From an optimization exercise on the open Yosys and OpenROAD flow, aimed at small area, a short achievable clock period and few clock cycles; shortcuts taken in it are not production practice.
Where RTL was checked, it was by simulation tests only, not by an equivalence proof against the original.
For run 1, only the layout was checked, not whether the RTL still works.
Power figures rest on the tool's default switching activity, not on a simulated workload.

==> flow/design.v, too long to show whole: its modules and the start of the top module <==
// module LASER: 2688 lines
module LASER (
    input            CLK,
    input            RST,
    input      [3:0] X,
    input      [3:0] Y,
    output reg [3:0] C1X,
    output reg [3:0] C1Y,
    output reg [3:0] C2X,
    output reg [3:0] C2Y,
    output reg       DONE
);
  // ...
==> flow/run.sh <==
#!/bin/bash
# synth_recipe.tcl (not shown) runs the flow's synth.tcl, then flattens the netlist and writes it again
# the make line also repeats each setting of config.mk as NAME=value (left out here)
make -C /OpenROAD-flow-scripts/flow DESIGN_CONFIG=/design/flow/config.mk WORK_HOME=/design/flow/orfs CLKGATE_MAP_FILE= SYNTH_SCRIPT=/design/flow/synth_recipe.tcl finish
==> flow/config.mk <==
export PLATFORM = sky130hd
export DESIGN_NAME = LASER
export DESIGN_NICKNAME = LASER
export VERILOG_FILES = /design/flow/design.v
export SDC_FILE = /design/flow/constraint.sdc
export NUM_CORES = 4
export LEC_CHECK = 0
export CAP_MARGIN = 20
export CORE_MARGIN = 2
export CORE_UTILIZATION = 40
export SETUP_SLACK_MARGIN = 5
export SLEW_MARGIN = 20
==> flow/constraint.sdc <==
create_clock -name core_clock -period 11.0 [get_ports {CLK}]
set_input_delay 2.2000 -clock core_clock [delete_from_list [all_inputs] [get_ports {CLK}]]
set_output_delay 2.2000 -clock core_clock [all_outputs]
set_load 0.01 [all_outputs]
==> out/results.txt, run 1 <==
Clock tree from TritonCTS: done
Hold Slack: 0.291 ns
Number of nets in the finished design: 9954
Worst VDD drop: 181 uV
Main combinational cell family by area after synthesis: adder cells
Final WS setup: 6.45 ns
Leakage: 0.0400 uW
Post-synth top area cell: sky130_fd_sc_hd__dfxtp_1
Dpl hpwl: 205000 um
Minimum clock period: 4.55 ns
Global-route track usage on met2: 40.1%
Most used flip-flop cell after synthesis: sky130_fd_sc_hd__dfxtp_1
Number of max-cap violations: 0
Routability congestion estimate: 1.00
Crit Reg-Reg Endpoint: tm[1]$_DFF_P_
DRC violation count after routing: 0
Top-area cell type share of the netlist area: 25.3%
Number of nets produced by synthesis: 9892
Most common cell after layout, fill and taps aside: sky130_fd_sc_hd__inv_1
Detailed-routed wire length on met3: 13600 um
Buf/Inv on CP: 3
Unrepaired setup endpoints after global routing: false
R2R Path Start: tx[3]$_DFF_P_
Number of H-tree branching levels: 3
Worst path most repeated cell: sky130_fd_sc_hd__fa_1
Buffers excl. clock: 58
Worst hold endpoint: ty[82]$_DFF_P_
Power density cells: 210 nW/um^2
Cell at the root of the clock tree: sky130_fd_sc_hd__clkbuf_16
Highest achievable clock rate: 0.220 GHz
Count of input and output buffers: 26
Placed insts: 10.8k
Highest-count cells in the layout ignoring fill and taps: sky130_fd_sc_hd__inv_1 (1254), sky130_fd_sc_hd__dfxtp_1 (977), sky130_fd_sc_hd__ha_1 (938), sky130_fd_sc_hd__fa_1 (657), sky130_fd_sc_hd__nand2_1 (481)
First-iteration detailed-routing DRC count: 5021
Critical Path Slowest Stage Cell: sky130_fd_sc_hd__dfxtp_1
Number of setup violations in the final report: 0
Clock-pin slew of the registers on the worst-case setup and hold paths: 0.06 ns
Synthesis warning total: 1
Status: no timing/DRC/antenna violations
==> run 2: changes to the inputs <==
--- a/flow/design.v
+++ b/flow/design.v
@@ -9,21 +9,20 @@
     output reg [3:0] C2Y,
     output reg       DONE
 );
   reg [159:0] tx, ty;
   reg [39:0]  tm;
   reg         inp, inp_d;    
   reg  [5:0]  icnt;
   reg  [3:0]  yq;            
-  reg         aV, aM;        
+  reg         aV;            
   reg         bV, bM, bL, cV, cL, dV, dL, eV, eL, fV, fL;
   reg  [3:0]  bY, cY, dY, eY, fY;
   reg  [3:0]  mx;            
-  reg         pe;            
   reg         mv;            
   reg  [5:0]  B;
   reg  [1:0]  cnt;
   reg  [5:0]  bcnt;
   reg  [3:0]  bx, by;
   function [2:0] rclass(input [3:0] y, input [3:0] p);
     reg [4:0] d;
     begin
@@ -102,56 +101,56 @@
   reg [2:0] ca33;
   reg [2:0] ca34;
   reg [2:0] ca35;
   reg [2:0] ca36;
   reg [2:0] ca37;
   reg [2:0] ca38;
   reg [2:0] ca39;
   always @(posedge CLK) begin
-    ca0 <= rclass(yq, ty[3:0]);
-    ca1 <= rclass(yq, ty[7:4]);
-    ca2 <= rclass(yq, ty[11:8]);
-    ca3 <= rclass(yq, ty[15:12]);
-    ca4 <= rclass(yq, ty[19:16]);
-    ca5 <= rclass(yq, ty[23:20]);
-    ca6 <= rclass(yq, ty[27:24]);
-    ca7 <= rclass(yq, ty[31:28]);
-    ca8 <= rclass(yq, ty[35:32]);
-    ca9 <= rclass(yq, ty[39:36]);
-    ca10 <= rclass(yq, ty[43:40]);
-    ca11 <= rclass(yq, ty[47:44]);
-    ca12 <= rclass(yq, ty[51:48]);
-    ca13 <= rclass(yq, ty[55:52]);
-    ca14 <= rclass(yq, ty[59:56]);
-    ca15 <= rclass(yq, ty[63:60]);
-    ca16 <= rclass(yq, ty[67:64]);
-    ca17 <= rclass(yq, ty[71:68]);
-    ca18 <= rclass(yq, ty[75:72]);
-    ca19 <= rclass(yq, ty[79:76]);
-    ca20 <= rclass(yq, ty[83:80]);
-    ca21 <= rclass(yq, ty[87:84]);
-    ca22 <= rclass(yq, ty[91:88]);
-    ca23 <= rclass(yq, ty[95:92]);
-    ca24 <= rclass(yq, ty[99:96]);
-    ca25 <= rclass(yq, ty[103:100]);
-    ca26 <= rclass(yq, ty[107:104]);
-    ca27 <= rclass(yq, ty[111:108]);
-    ca28 <= rclass(yq, ty[115:112]);
-    ca29 <= rclass(yq, ty[119:116]);
-    ca30 <= rclass(yq, ty[123:120]);
-    ca31 <= rclass(yq, ty[127:124]);
-    ca32 <= rclass(yq, ty[131:128]);
-    ca33 <= rclass(yq, ty[135:132]);
-    ca34 <= rclass(yq, ty[139:136]);
-    ca35 <= rclass(yq, ty[143:140]);
-    ca36 <= rclass(yq, ty[147:144]);
-    ca37 <= rclass(yq, ty[151:148]);
-    ca38 <= rclass(yq, ty[155:152]);
-    ca39 <= rclass(yq, ty[159:156]);
+    ca0 <= rclass(ya, ty[3:0]);
+    ca1 <= rclass(ya, ty[7:4]);
+    ca2 <= rclass(ya, ty[11:8]);
+    ca3 <= rclass(ya, ty[15:12]);
+    ca4 <= rclass(ya, ty[19:16]);
+    ca5 <= rclass(ya, ty[23:20]);
+    ca6 <= rclass(ya, ty[27:24]);
+    ca7 <= rclass(ya, ty[31:28]);
+    ca8 <= rclass(ya, ty[35:32]);
+    ca9 <= rclass(ya, ty[39:36]);
+    ca10 <= rclass(ya, ty[43:40]);
+    ca11 <= rclass(ya, ty[47:44]);
+    ca12 <= rclass(ya, ty[51:48]);
+    ca13 <= rclass(ya, ty[55:52]);
+    ca14 <= rclass(ya, ty[59:56]);
+    ca15 <= rclass(ya, ty[63:60]);
+    ca16 <= rclass(ya, ty[67:64]);
+    ca17 <= rclass(ya, ty[71:68]);
+    ca18 <= rclass(ya, ty[75:72]);
+    ca19 <= rclass(ya, ty[79:76]);
+    ca20 <= rclass(ya, ty[83:80]);
+    ca21 <= rclass(ya, ty[87:84]);
+    ca22 <= rclass(ya, ty[91:88]);
+    ca23 <= rclass(ya, ty[95:92]);
+    ca24 <= rclass(ya, ty[99:96]);
+    ca25 <= rclass(ya, ty[103:100]);
+    ca26 <= rclass(ya, ty[107:104]);
+    ca27 <= rclass(ya, ty[111:108]);
+    ca28 <= rclass(ya, ty[115:112]);
+    ca29 <= rclass(ya, ty[119:116]);
+    ca30 <= rclass(ya, ty[123:120]);
+    ca31 <= rclass(ya, ty[127:124]);
+    ca32 <= rclass(ya, ty[131:128]);
+    ca33 <= rclass(ya, ty[135:132]);
+    ca34 <= rclass(ya, ty[139:136]);
+    ca35 <= rclass(ya, ty[143:140]);
+    ca36 <= rclass(ya, ty[147:144]);
+    ca37 <= rclass(ya, ty[151:148]);
+    ca38 <= rclass(ya, ty[155:152]);
+    ca39 <= rclass(ya, ty[159:156]);
   end
   wire [8:0] lh0 = lohi(ca0, tx[7:4], tm[1]);
   wire hit0 = lh0[8] & (lh0[7:4] <= mx) & (mx <= lh0[3:0]);
   wire b0_0 = lh0[8] & (lh0[7:4] <= 4'd0) & (4'd0 <= lh0[3:0]);
   wire b0_1 = lh0[8] & (lh0[7:4] <= 4'd1) & (4'd1 <= lh0[3:0]);
   wire b0_2 = lh0[8] & (lh0[7:4] <= 4'd2) & (4'd2 <= lh0[3:0]);
   wire b0_3 = lh0[8] & (lh0[7:4] <= 4'd3) & (4'd3 <= lh0[3:0]);
   wire b0_4 = lh0[8] & (lh0[7:4] <= 4'd4) & (4'd4 <= lh0[3:0]);
@@ -2624,64 +2623,63 @@
   reg [5:0] fc; reg [3:0] fi;
   always @(posedge CLK) begin
     fc <= ce1_0; fi <= ie1_0;
   end
   wire       take = fV & (fc >= bcnt);
   wire [5:0] nbc = take ? fc : bcnt;
   wire [3:0] nbx = take ? fi : bx;
   wire [3:0] nby = take ? fY : by;
+  wire       pe  = fV & fL;                  
+  wire [3:0] ya  = pe ? nby : yq;            
   wire [3:0] ox = mv ? C2X : C1X;
   wire [3:0] oy = mv ? C2Y : C1Y;
-  wire       same = (bx == ox) && (by == oy);
-  wire       eqB  = (bcnt == B);
+  wire       same = (nbx == ox) && (nby == oy);
+  wire       eqB  = (nbc == B);
   wire       fin  = same | (eqB & (cnt == 2'd2));
   wire [3:0] hx = tx[3:0], hy = ty[3:0];
-  wire in00 = (hx <= 4'd4) && (hy <= 4'd4) && ({2'b0, hx} * {2'b0, hx} + {2'b0, hy} * {2'b0, hy} <= 6'd16);
+  wire in00 = ((hx == 4'd0) & (hy <= 4'd4)) | ((hx <= 4'd2) & (hy <= 4'd3)) |
+              ((hx <= 4'd3) & (hy <= 4'd2)) | ((hx <= 4'd4) & (hy == 4'd0));
   wire [39:0] hitv = {hit39,hit38,hit37,hit36,hit35,hit34,hit33,hit32,hit31,hit30,hit29,hit28,hit27,hit26,hit25,hit24,hit23,hit22,hit21,hit20,hit19,hit18,hit17,hit16,hit15,hit14,hit13,hit12,hit11,hit10,hit9,hit8,hit7,hit6,hit5,hit4,hit3,hit2,hit1,hit0};
   always @(posedge CLK) begin
     tx <= {tx[155:0], inp ? X : tx[159:156]};
     ty <= {ty[155:0], inp ? Y : ty[159:156]};
     if (bM)      tm <= {hitv[37:0], hitv[39:38]};
-    else if (aM) tm <= 40'd0;
+    else if (pe) tm <= 40'd0;
     else         tm <= {tm[38:1], inp_d ? in00 : tm[0], tm[39]};
     bY <= yq; cY <= bY; dY <= cY; eY <= dY; fY <= eY;
     bL <= (yq == 4'd15); cL <= bL; dL <= cL; eL <= dL; fL <= eL;
     bcnt <= nbc; bx <= nbx; by <= nby;
     if (RST) begin
       inp <= 1'b1; inp_d <= 1'b0; icnt <= 6'd0; DONE <= 1'b0;
-      aV <= 1'b0; aM <= 1'b0; bV <= 1'b0; bM <= 1'b0; cV <= 1'b0; dV <= 1'b0; eV <= 1'b0; fV <= 1'b0;
-      pe <= 1'b0;
+      aV <= 1'b0; bV <= 1'b0; bM <= 1'b0; cV <= 1'b0; dV <= 1'b0; eV <= 1'b0; fV <= 1'b0;
     end else begin
       inp_d <= inp;
-      bV <= aV & ~aM; bM <= aM; cV <= bV; dV <= cV; eV <= dV; fV <= eV;
-      pe <= 1'b0; aM <= 1'b0;
+      bV <= aV; bM <= pe; cV <= bV; dV <= cV; eV <= dV; fV <= eV;
       if (inp) begin
         icnt <= icnt + 6'd1;
         C1X <= 4'd0; C1Y <= 4'd0; C2X <= 4'd0; C2Y <= 4'd0;
         mv <= 1'b0; B <= 6'd0; cnt <= 2'd0; bcnt <= 6'd0;
         yq <= 4'd0;
         if (icnt == 6'd39) begin
           inp <= 1'b0; aV <= 1'b1;
         end
       end
       if (DONE) begin
         DONE <= 1'b0; inp <= 1'b1; icnt <= 6'd0;
       end
-      if (aV & ~aM) begin
+      if (aV) begin
         yq <= yq + 4'd1;
         if (yq == 4'd15) aV <= 1'b0;
       end
-      if (fV & fL) begin
-        pe <= 1'b1; aM <= 1'b1; yq <= nby; mx <= nbx;
-      end
       if (pe) begin
-        if (mv) begin C2X <= bx; C2Y <= by; end
-        else    begin C1X <= bx; C1Y <= by; end
-        B <= bcnt; cnt <= eqB ? cnt + 2'd1 : 2'd0;
+        mx <= nbx;
+        if (mv) begin C2X <= nbx; C2Y <= nby; end
+        else    begin C1X <= nbx; C1Y <= nby; end
+        B <= nbc; cnt <= eqB ? cnt + 2'd1 : 2'd0;
         bcnt <= 6'd0;
         if (fin) DONE <= 1'b1;
         else begin
           mv <= ~mv; aV <= 1'b1; yq <= 4'd0;
         end
       end
     end
   end
==> flow/flow/run.sh (new file) <==
#!/bin/bash
# The standard layout (standard.sh), with one change: the buffer that
# buffer_ports puts on every input and output port is sky130_fd_sc_hd__buf_2.
set -euo pipefail
bash standard.sh BUFFER_PORTS_ARGS="-buffer_cell sky130_fd_sc_hd__buf_2" finish > orfs_make.log 2>&1
==> flow/standard.sh (new file) <==
#!/bin/bash
# synth_recipe.tcl (not shown) runs the flow's synth.tcl, then flattens the netlist and writes it again
# the make line also repeats each setting of config.mk as NAME=value (left out here)
make -C /OpenROAD-flow-scripts/flow DESIGN_CONFIG=/design/flow/config.mk WORK_HOME=/design/flow/orfs CLKGATE_MAP_FILE= SYNTH_SCRIPT=/design/flow/synth_recipe.tcl "${@:-finish}"
==> flow/config.mk (replaced) <==
export PLATFORM = sky130hd
export DESIGN_NAME = LASER
export DESIGN_NICKNAME = LASER
export VERILOG_FILES = /design/flow/design.v
export SDC_FILE = /design/flow/constraint.sdc
export NUM_CORES = 4
export LEC_CHECK = 0
export CAP_MARGIN = 20
export CORE_MARGIN = 2
export CORE_UTILIZATION = 40
export SLEW_MARGIN = 20
removed: flow/run.sh
==> out/results.txt, run 2 <==
Status: no timing/DRC/antenna violations
Minimum clock period: 5.09 ns (+0.531 ns)
Dpl hpwl: 198000 um (-3.4%)
Worst VDD drop: 150 uV (-17%)
Post-Place Worst Slack: 5.91 ns
Clock tree from TritonCTS: done
Power density cells: 227 nW/um^2 (+8.3%)
Largest fanout on the critical path: 33
Top-area cell type share of the netlist area: 25.8% (+0.52 points)
Total Routed Length: 243000 um
Share of synthesized area occupied by flip-flops and latches: 27.1%
Count of antenna-violating nets left after detailed routing: 0
Boundary Pins: 27
Number of max-cap violations: 0 (unchanged)
Maximum clock insertion buffer count: 3
Unrepaired setup endpoints after global routing: false
Worst hold endpoint: dY[1]$_DFF_P_
Crit Reg-Reg Endpoint: ca9[0]$_SDFF_PN1_
Most used flip-flop cell after synthesis: sky130_fd_sc_hd__dfxtp_1
Avg Cell Area, Syn: 9.26 um^2
R2R Path Start: fc[0]$_DFF_P_
Final WS setup: 5.91 ns (-0.531 ns)
Row Count: 159
Length in cells of the worst reg-to-reg path: 17
Remaining global-route overflow: 0
Top cells by instance count after synthesis: sky130_fd_sc_hd__inv_1 (1290), sky130_fd_sc_hd__dfxtp_1 (977), sky130_fd_sc_hd__ha_1 (947), sky130_fd_sc_hd__fa_1 (648), sky130_fd_sc_hd__nand2_1 (592)
First-iteration detailed-routing DRC count: 5721 (+14%)
Post-synth EDFFs: 33
Highest achievable clock rate: 0.197 GHz (-10%)
Synth async-reset ratio: 0%
Total clock sinks: 1010
Number of setup violations in the final report: 0 (unchanged)
Core ar.: 188000 um^2
Die width: 439 um
Most common cell in the netlist: sky130_fd_sc_hd__inv_1
Most common cell after layout, fill and taps aside: sky130_fd_sc_hd__inv_1
Routability congestion estimate: 1.00 (about the same)
Synth unique cells: 85
Number of resized instances in the post-cts repair step: 0
First-pass GRT wire length: 365000 um
Number of antenna violations at the first check in global routing: 15
Share of post-route cells with drive strength above 1: 4.99%
Number of pins exceeding their max-slew limit in the final report: 0
Slew HR: 29.3%
Hold Crit Depth: 0
Number of hold-slack violations in the final timing report: 0
#FFs+latches synth: 1010
Portion of the clock cycle consumed by the worst path in the final layout: 46.2%
Cts hold-fix bufs: 0
Critical path endpoint category: flip-flop
Post-route total power: 18800 uW
R2r setup slk: 5.91 ns
Start point of the worst min-delay path: cY[1]$_DFF_P_
Number of nets in the finished design: 9864 (-0.90%)
Area of the mapped netlist: 75800 um^2
Cell at the root of the clock tree: sky130_fd_sc_hd__clkbuf_16
Die Height: 439 um
Area of the die: 193000 um^2
Worst setup SP type: flip-flop
Worst clock skew on the final layout: 0.0461 ns
Initial Utilization: 40.3%
Final Core Density: 44.1%
Largest net degree at the start of global routing: 41
Count of TritonRoute iterations in the first routing pass: 9
Average detailed-routed wire length per instance: 22.4 um
Critical Path RT: 11.68 ns
Number of nets produced by synthesis: 9787 (-1.1%)
Layout overhead on the synthesized area: 9.41%
DRC violation count after routing: 0 (unchanged)
Class of the most critical hold timing path: reg -> reg
Clock latency of the later-clocked register in the worst-skew pair: 0.80 ns
Count of buffers added by post-CTS timing repair for setup: 0
Highest-count cells in the layout ignoring fill and taps: sky130_fd_sc_hd__inv_1 (1285), sky130_fd_sc_hd__dfxtp_1 (976), sky130_fd_sc_hd__ha_1 (947), sky130_fd_sc_hd__fa_1 (648), sky130_fd_sc_hd__nand2_1 (591)
Count of input and output buffers: 26 (unchanged)
Data arrival, critical path: 5.76 ns
Vias in the first global route: 58.4k
Number of H-tree branching levels: 3 (unchanged)
CTS buffer count: 114
Ranking of synthesized cells by area: sky130_fd_sc_hd__dfxtp_1 (26%), sky130_fd_sc_hd__fa_1 (17%), sky130_fd_sc_hd__ha_1 (16%), sky130_fd_sc_hd__inv_1 (6.4%), sky130_fd_sc_hd__o21ai_0 (3.0%)
Leakage: 0.0396 uW (-1.0%)
Final-layout setup total negative slack: 0 ns
Measured slew at the worst slew-check pin: 1.03 ns
Global-route usage over all layers: 25.0%
Synthesis warning total: 1 (unchanged)
Registers with the highest flip-flop counts: tx: 160 flops, ty: 160 flops, tm: 40 flops
Via/cell ratio: 5.42
WS Path Type: reg -> reg
Clock-pin slew of the registers on the worst-case setup and hold paths: 0.06 ns (about the same)
Via count: 58.9k
Post-synth top area cell: sky130_fd_sc_hd__dfxtp_1
Cell count after synthesis: 8182
-- run 2: cell families after synthesis --
family                     after synthesis  share of synthesized area (%)
and+or+nand+nor                       1971                           12.6
muxes                                  168                           2.31
buffers and inverters                 1391                           6.93
adders and majority gates             1595                           32.8
DFF                                   1010                           27.1
xor gates and xnor gates               289                           3.34
AOI/OAI and AO/OA                     1758                           14.9
-- run 2: where the power goes --
group / internal, uW / switching [uW] / total (uW)
logic: 3850 / 5970 / 9830
registers: 4410 / 540 / 4950
clock network: 2280 / 1760 / 4040
total: 10500 / 8270 / 18800
-- run 2: worst max-delay path: stages, from the launching register on --
cell                       delay, ns
sky130_fd_sc_hd__dfxtp_1        0.37
sky130_fd_sc_hd__inv_1          0.05
sky130_fd_sc_hd__ha_1           0.26
sky130_fd_sc_hd__nor3b_1        0.22
sky130_fd_sc_hd__o21ai_2        0.10
sky130_fd_sc_hd__a41oi_4        0.24
sky130_fd_sc_hd__mux2i_1        0.34
sky130_fd_sc_hd__nor2_1         0.12
sky130_fd_sc_hd__a21oi_4        0.70
sky130_fd_sc_hd__buf_4          0.71
sky130_fd_sc_hd__ha_1           0.33
sky130_fd_sc_hd__inv_1          0.05
sky130_fd_sc_hd__a21o_1         0.17
sky130_fd_sc_hd__a21oi_1        0.18
sky130_fd_sc_hd__xor2_1         0.13
sky130_fd_sc_hd__a2111o_1       0.43
sky130_fd_sc_hd__mux2_2         0.28
sky130_fd_sc_hd__o22ai_1        0.16
-- run 2: final cells by class --
cell class / count / area (um^2)
Inverter: 1294 / 4870
Timing Repair Buffer: 58 / 370
Clock buffer: 138 / 3030
Clock inverter: 77 / 925
Tap cell: 2495 / 3120
Fill cell: 18100 / 105000
Sequential cell: 1010 / 20600
Multi-Input combinational cell: 5781 / 50000
Antenna cell: 4 / 10.0
-- run 2: how the worst max path moves through the flow --
stage                               to  slack (ns)  cells past startpoint            start
finish               ca9[0]$_SDFF_PN1_        5.91                     17    fc[0]$_DFF_P_
global route        ca25[0]$_SDFF_PN1_        5.68                     17  bcnt[1]$_DFF_P_
CTS                  ca9[0]$_SDFF_PN1_        5.86                     17    fc[0]$_DFF_P_
detailed placement   ca2[0]$_SDFF_PN1_        5.91                     17  bcnt[1]$_DFF_P_
global placement    ca16[0]$_SDFF_PN1_        6.03                     17  bcnt[1]$_DFF_P_
floorplan            ca7[0]$_SDFF_PN1_        2.94                     13    fc[0]$_DFF_P_
-- run 2: layer usage --
layer	share of wire, %	up-vias	GRT usage (%)
li1	-	27700	-
met1	45	28600	34.3
met2	45	2133	40.1
met3	6.6	411	3.38
met4	4.1	6	9.23
met5	0.019	-	0
-- run 2: stage by stage --
step	cell area (um^2)	hold WS (ns)	cells
after CTS	82900	0.324	10900
final	82900	0.324	10900
after detailed placement	78900	0.312	10600
after global routing	82900	0.333	10900
after global placement	78900	0.311	10600
after floorplan	75800	0.310	8182
Testbench counts of run 2, summed over its fixed seeds: cycles 6,950.
==> run 3: changes to the inputs <==
==> flow/run.sh (new file) <==
#!/bin/bash
# synth_recipe.tcl (not shown) runs the flow's synth.tcl, then flattens the netlist and writes it again
# the make line also repeats each setting of config.mk as NAME=value (left out here)
make -C /OpenROAD-flow-scripts/flow DESIGN_CONFIG=/design/flow/config.mk WORK_HOME=/design/flow/orfs CLKGATE_MAP_FILE= SYNTH_SCRIPT=/design/flow/synth_recipe.tcl finish
removed: flow/flow/run.sh
removed: flow/standard.sh
==> out/results.txt, run 3 <==
Largest net degree at the start of global routing: 54 (+32%)
Count of buffers added by post-CTS timing repair for setup: 0 (unchanged)
Worst VDD drop: 136 uV (-9.3%)
Number of setup violations in the final report: 0 (unchanged)
Status: no timing/DRC/antenna violations
Routability congestion estimate: 0.985 (-1.7%)
CTS buffer count: 114 (unchanged)
Final-layout setup total negative slack: 0 ns (unchanged)
Critical path endpoint category: flip-flop
Top cells by instance count after synthesis: sky130_fd_sc_hd__inv_1 (1290), sky130_fd_sc_hd__dfxtp_1 (977), sky130_fd_sc_hd__ha_1 (947), sky130_fd_sc_hd__fa_1 (648), sky130_fd_sc_hd__nand2_1 (592)
Post-synth top area cell: sky130_fd_sc_hd__dfxtp_1
Worst setup SP type: flip-flop
Slew HR: 29.2% (-0.11 points)
Top-area cell type share of the netlist area: 25.8% (unchanged)
Summed area of non-filler cells in the final layout: 83200 um^2 (+0.40%)
Ranking of synthesized cells by area: sky130_fd_sc_hd__dfxtp_1 (26%), sky130_fd_sc_hd__fa_1 (17%), sky130_fd_sc_hd__ha_1 (16%), sky130_fd_sc_hd__inv_1 (6.4%), sky130_fd_sc_hd__o21ai_0 (3.0%)
Core ar.: 188000 um^2 (unchanged)
WS Path Type: reg -> reg
Critical Path RT: 11.68 ns (about the same)
Adder-cell area share of the yosys netlist: 32.8% (unchanged)
Cts hold-fix bufs: 0 (unchanged)
Number of antenna violations at the first check in global routing: 15 (unchanged)
Number of resized instances in the post-cts repair step: 0 (unchanged)
Clock tree from TritonCTS: done
Measured slew at the worst slew-check pin: 1.04 ns (+0.00160 ns)
Average detailed-routed wire length per instance: 22.6 um (+0.82%)
Synth Area in Compound Gates: 14.9% (unchanged)
Initial Utilization: 40.3% (unchanged)
Registers with the highest flip-flop counts: tx: 160 flops, ty: 160 flops, tm: 40 flops
First-pass GRT wire length: 369000 um (+0.92%)
Count of input and output buffers: 26 (unchanged)
Area of the mapped netlist: 75800 um^2 (unchanged)
Most common cell after layout, fill and taps aside: sky130_fd_sc_hd__inv_1
Cell count after synthesis: 8182 (unchanged)
#FFs+latches synth: 1010 (unchanged)
Power density cells: 229 nW/um^2 (+0.78%)
Area share of xor/xnor cells in the synthesized design: 3.34% (unchanged)
Avg Cell Area, Syn: 9.26 um^2 (unchanged)
Highest-count cells in the layout ignoring fill and taps: sky130_fd_sc_hd__inv_1 (1285), sky130_fd_sc_hd__dfxtp_1 (976), sky130_fd_sc_hd__ha_1 (947), sky130_fd_sc_hd__fa_1 (648), sky130_fd_sc_hd__nand2_1 (591)
Unrepaired setup endpoints after global routing: false
Class of the most critical hold timing path: reg -> reg
Dpl hpwl: 200000 um (+0.99%)
Number of nets produced by synthesis: 9787 (unchanged)
Post-route total power: 19000 uW (+1.2%)
Largest fanout on the critical path: 32 (-3.0%)
Share of post-route cells with drive strength above 1: 4.69% (-0.30 points)
Simple-Gate Fraction of Synth Area: 12.6% (unchanged)
Via count: 58.8k (-0.16%)
Most common cell in the netlist: sky130_fd_sc_hd__inv_1
Count of TritonRoute iterations in the first routing pass: 7 (-2)
Synthesis warning total: 1 (unchanged)
Leakage: 0.0396 uW (+0.14%)
Clock latency of the later-clocked register in the worst-skew pair: 0.82 ns (+0.02 ns)
Area of the die: 193000 um^2 (unchanged)
Final Core Density: 44.3% (+0.18 points)
Main combinational cell family by area after synthesis: adder cells
Boundary Pins: 27 (unchanged)
Layout overhead on the synthesized area: 9.86%
DRC violation count after routing: 0 (unchanged)
R2r setup slk: 5.45 ns (-0.46 ns)
Fraction of synthesized area in multiplexers: 2.31% (unchanged)
Highest achievable clock rate: 0.180 GHz (-8.3%)
Post-synth EDFFs: 33 (unchanged)
Row Count: 159 (unchanged)
Total clock sinks: 1010 (unchanged)
Remaining global-route overflow: 0 (unchanged)
Number of max-cap violations: 0 (unchanged)
Die width: 439 um (unchanged)
Minimum clock period: 5.55 ns (+0.463 ns)
Global-route usage over all layers: 25.3% (+0.26 points)
Number of hold-slack violations in the final timing report: 0 (unchanged)
Number of nets in the finished design: 9862 (-0.020%)
Die Height: 439 um (unchanged)
Vias in the first global route: 58.7k (+0.42%)
Number of pins exceeding their max-slew limit in the final report: 0 (unchanged)
Count of antenna-violating nets left after detailed routing: 0 (unchanged)
Via/cell ratio: 5.42 (-0.13%)
Total Routed Length: 245000 um (+0.79%)
Data arrival, critical path: 6.23 ns (+0.47 ns)
Synth async-reset ratio: 0% (unchanged)
Share of synthesized area occupied by flip-flops and latches: 27.1% (unchanged)
Portion of the clock cycle consumed by the worst path in the final layout: 50.4% (+4.2 points)
Worst clock skew on the final layout: 0.0885 ns (+0.0424 ns)
Cell area reported after detailed placement: 79000 um^2 (+0.15%)
Synth unique cells: 85 (unchanged)
Number of H-tree branching levels: 3 (unchanged)
Maximum clock insertion buffer count: 3 (unchanged)
Clock-pin slew of the registers on the worst-case setup and hold paths: 0.06 ns (about the same)
First-iteration detailed-routing DRC count: 5165 (-9.7%)
Cell at the root of the clock tree: sky130_fd_sc_hd__clkbuf_16
Most used flip-flop cell after synthesis: sky130_fd_sc_hd__dfxtp_1
[run 3: layout make-up]
class | instances | area (um^2)
fillers | 18100 | 105000
multi-input cells | 5781 | 50000
flip-flops and latches | 1010 | 20600
inverters | 1294 | 4870
clock buffers | 148 | 3170
well taps | 2495 | 3120
clock inverters | 67 | 1010
repair buffers | 56 | 485
diodes | 3 | 7.51
[run 3: worst max-delay path: stages (launching register included)]
cell	delay [ns]
sky130_fd_sc_hd__dfxtp_1	0.36
sky130_fd_sc_hd__inv_1	0.06
sky130_fd_sc_hd__ha_1	0.29
sky130_fd_sc_hd__o211ai_1	0.20
sky130_fd_sc_hd__o21ai_2	0.11
sky130_fd_sc_hd__a41oi_4	0.75
sky130_fd_sc_hd__mux2i_1	0.38
sky130_fd_sc_hd__nor2_1	0.13
sky130_fd_sc_hd__a21oi_4	0.56
sky130_fd_sc_hd__buf_4	0.62
sky130_fd_sc_hd__ha_1	0.33
sky130_fd_sc_hd__inv_1	0.05
sky130_fd_sc_hd__a21o_1	0.17
sky130_fd_sc_hd__a21oi_1	0.20
sky130_fd_sc_hd__xor2_1	0.14
sky130_fd_sc_hd__a2111o_1	0.43
sky130_fd_sc_hd__mux2_2	0.28
sky130_fd_sc_hd__o22ai_1	0.14
[run 3: final timing paths]
| kind | from | end | cells after the start |
|---|---|---|---|
| setup / recovery | bcnt[1]$_DFF_P_ | ca26[0]$_SDFF_PN1_ | 17 |
| hold / removal | dY[1]$_DFF_P_ | eY[1]$_DFF_P_ | 0 |
| setup reg to reg | bcnt[1]$_DFF_P_ | ca26[0]$_SDFF_PN1_ | 17 |
| hold reg to reg | dY[1]$_DFF_P_ | eY[1]$_DFF_P_ | 0 |
[run 3: logic make-up (layout without fill, tap and decap cells)]
family,Yosys count,after routing
mux,168,168
xor+xnor,289,289
fa+ha+maj,1595,1595
other cells,0,3
buf+inv,1391,1565
flops,1010,1010
compound gates,1758,1758
simple gates,1971,1971
[run 3: layer usage]
| metal | up-vias | part of all wire [%] | GRT usage [%] |
|---|---|---|---|
| met5 | - | 0.026 | 0 |
| met4 | 10 | 3.9 | 8.99 |
| met3 | 393 | 5.8 | 3.24 |
| met2 | 1941 | 45 | 40.2 |
| met1 | 28700 | 46 | 35.2 |
| li1 | 27700 | - | - |
[run 3: stage by stage]
stage / hold slack (ns) / setup WS (ns) / cells
after floorplan: 0.310 / 2.94 / 8182
after global placement: 0.310 / 5.60 / 10600
after detailed placement: 0.313 / 5.50 / 10600
after CTS: 0.313 / 5.42 / 10900
after global routing: 0.311 / 5.13 / 10900
final: 0.296 / 5.45 / 10900
[run 3: report_power, final]
group / internal [uW] / total [uW] / switching (uW)
Sequential: 4410 / 4950 / 537
Clock: 2440 / 4190 / 1750
Combinational: 3870 / 9900 / 6030
Total: 10700 / 19000 / 8310

-- separate check: timing with driven ports --
In the flow no input, the clock included, has a driving cell. The finished layouts below were timed again as built, in two steps. Step 1: set_driving_cell puts a clkbuf_16 on CLK and a buf_2 on each other input, an assumption about the parent block. Step 2 times the ports against the registers' clock, not the clock port: input delays grow and output delays shrink by t, the midpoint of the rising clock arrivals with the driver on. Three values: no drivers, after step 1, after step 2; two values: the first two.
run	shift t [ns]	slack for setup (ns)	worst setup path after step 2
run 1	0.865	6.446 / 6.446 / 6.446	register to register
run 2	0.866	5.915 / 5.915 / 5.915	register to register
run 3	0.861	5.452 / 5.452 / 5.452	register to register
After both steps setup and hold are still met in every run listed.
